Background: an optimization exercise with open tools, aiming at small area. Do not read the settings as production practice. Function was checked by simulation only, so behaviour that the tests miss may differ from the original. No activity file was given, so power comes from the tool's default toggle rates.

orange:
Design ESLab_VGA, start of the top module:
module ESLab_VGA(CLOCK_50,RESET,VGA_R,VGA_G,VGA_B,VGA_BLANK_N,VGA_CLK,VGA_HS,VGA_SYNC_N,VGA_VS,
                 KEY,SW,LEDR,LEDG);
Size: about 450 cells after synthesis, roughly 43 I/O pins, roughly 3100 um^2 of cells after synthesis.
==> flow/config.mk <==
export PLATFORM = sky130hd
export DESIGN_NAME = ESLab_VGA
export DESIGN_NICKNAME = ESLab_VGA
export VERILOG_FILES = /design/flow/design.v
export SDC_FILE = /design/flow/constraint.sdc
export NUM_CORES = 4
export LEC_CHECK = 0
export ABC_AREA = 1
export CAP_MARGIN = 20
export CORE_MARGIN = 2
export CORE_UTILIZATION = 40
export SLEW_MARGIN = 20
==> flow/constraint.sdc <==
create_clock -name core_clock -period 20.0 [get_ports {CLOCK_50}]
set_input_delay 4.0000 -clock core_clock [delete_from_list [all_inputs] [get_ports {CLOCK_50}]]
set_output_delay 4.0000 -clock core_clock [all_outputs]
set_load 0.01 [all_outputs]
standard.sh (not shown) runs the stock make flow with config.mk's settings and CLKGATE_MAP_FILE= SYNTH_SCRIPT=/design/flow/synth_recipe.tcl, a recipe that flattens the netlist after the stock synthesis.
==> flow/flow/run.sh <==
#!/bin/bash
set -uo pipefail
W=$(pwd)
F=$W/flow
R=$W/orfs/results/$FLOW_PLATFORM/ESLab_VGA/base
YOSYS=$FLOW_HOME/../tools/install/yosys/bin/yosys
export LIB=$FLOW_HOME/platforms/sky130hd/lib/sky130_fd_sc_hd__tt_025C_1v80.lib
export TOP=$FLOW_TOP

bash standard.sh synth > std_synth.log 2>&1 || exit 1
cp $R/1_2_yosys.v std.v

export DU="$(grep -oE 'cell \("sky130_fd_sc_hd__(lpflow|probe)[a-z0-9_]*' $LIB | sed 's/cell ("/-dont_use /' | tr '\n' ' ')"
$YOSYS -q -p "read_liberty -ignore_miss_func $LIB; write_verilog -noattr models_raw.v" > models.log 2>&1
python3 $F/models.py models_raw.v models.v >> models.log 2>&1
export MODELS=$W/models.v

# candidate NAME: make cand_NAME.v, then check it
reopt() {  # name script
  MODELS=$W/models.v IN_V=$W/std.v OUT_V=$W/cand_$1.v ABC_SCRIPT=$F/$2 $YOSYS -c $F/reopt.tcl > cand_$1.log 2>&1
}
own() {    # name script
  DESIGN_V=$W/design.v OUT_V=$W/own_$1.v ABC_SCRIPT=$F/$2 $YOSYS -c $F/own.tcl > cand_$1.log 2>&1 &&
  python3 $F/rename.py std.v own_$1.v cand_$1.v >> cand_$1.log 2>&1
}
reopt A abc.script &
own B abc.script &
reopt C abc_deep.script &
own D abc_deep.script &
own E abc_deepmfs.script &
wait

best=std; best_area=1e12
for c in A B C D E; do
  [[ -f cand_$c.v ]] || continue
  if IN_V=$W/std.v OUT_V=$W/cand_$c.v $YOSYS -c $F/equiv.tcl > equiv_$c.log 2>&1; then
    a=$($YOSYS -q -p "read_liberty -lib $LIB; read_verilog cand_$c.v; hierarchy -top $TOP; tee -o /dev/stdout stat -liberty $LIB" 2>/dev/null | grep "Chip area" | awk '{print $NF}')
    echo "candidate $c: proven equivalent, area $a" >> choice.txt
    if [[ -n "$a" ]] && python3 -c "import sys; sys.exit(0 if float('$a') < float('$best_area') else 1)"; then
      best=$c; best_area=$a
    fi
  else
    echo "candidate $c: not proven equivalent" >> choice.txt
  fi
done
echo "chosen: $best" >> choice.txt
if [[ $best != std ]]; then cp cand_$best.v $R/1_2_yosys.v; fi
touch $R/1_2_yosys.v

export BUFFER_PORTS_ARGS="-buffer_cell sky130_fd_sc_hd__buf_1"
export CTS_ARGS="-sink_clustering_enable -repair_clock_nets -dont_use_dummy_load -buf_list sky130_fd_sc_hd__clkbuf_8 -sink_clustering_size 30 -sink_clustering_max_diameter 200"
bash standard.sh finish > std_finish.log 2>&1 || exit 1
test -f out/final.def
==> flow/flow/abc_deepmfs.script <==
strash
&get -n
&deepsyn -T 120
&put
dc2
dch -f
amap
mfs3 -a
topo
Other scripts of this flow, unchanged in this note and not shown: flow/flow/abc.script, flow/flow/abc_deep.script, flow/flow/equiv.tcl, flow/flow/models.py, flow/flow/own.tcl, flow/flow/rename.py, flow/flow/reopt.tcl
orange has completed all stages; timing, DRC and antenna checks passed.
Setup changes, orange to purple
diff --git a/flow/flow/run.sh b/flow/flow/run.sh
--- a/flow/flow/run.sh
+++ b/flow/flow/run.sh
@@ -29,3 +29,2 @@
 own D abc_deep.script &
-own E abc_deepmfs.script &
 wait
@@ -33,3 +32,3 @@
 best=std; best_area=1e12
-for c in A B C D E; do
+for c in A B C D; do
   [[ -f cand_$c.v ]] || continue
@@ -50,3 +49,3 @@
 export BUFFER_PORTS_ARGS="-buffer_cell sky130_fd_sc_hd__buf_1"
-export CTS_ARGS="-sink_clustering_enable -repair_clock_nets -dont_use_dummy_load -buf_list sky130_fd_sc_hd__clkbuf_8 -sink_clustering_size 30 -sink_clustering_max_diameter 200"
+export CTS_ARGS="-sink_clustering_enable -repair_clock_nets -dont_use_dummy_load -buf_list sky130_fd_sc_hd__clkbuf_8"
 bash standard.sh finish > std_finish.log 2>&1 || exit 1
removed: flow/flow/abc_deepmfs.script
## What came out
Relative area change from synthesis to final layout came out exactly the same in orange and purple.
Number of clock-tree buffers in the layout across orange and purple: no real change.
The power of orange and that of purple are within noise of each other.
From orange to purple the numbers moved as follows: die area ~0 delta; synthesized area per cell ~0 delta; global-route wire length before repair ~0 delta; number of hold-repair buffers added at the cts stage ~0 delta; number of placed instances, taps included ~0 delta.
As far as number of cell rows goes, purple and orange are indistinguishable; the numbers are identical.

==> port drivers added, routing unchanged <==
The flow's constraints put no driver on any port. The routed layouts listed below were extracted and timed again, unchanged, in two steps. Step 1 (the two cells are an assumption about what drives the block):
set clk [get_ports {CLOCK_50}]
set_driving_cell -lib_cell sky130_fd_sc_hd__clkbuf_16 $clk
set_driving_cell -lib_cell sky130_fd_sc_hd__buf_2 [delete_from_list [all_inputs] $clk]
Step 2 times the ports against the registers' clock, not the clock port: input delays grow and output delays shrink by t, the midpoint of the rising clock arrivals with the driver on. Slacks: ideal ports / drivers / drivers and shift; pairs: ideal ports / drivers.
run | t, ns | setup slack, ns | latest minus earliest clock arrival (ns)
orange | 0.324 | 11.718 / 11.696 / 11.696 | 0.019 / 0.019
purple | 0.324 | 11.718 / 11.696 / 11.696 | 0.019 / 0.019
After both steps every run listed still meets setup and hold.
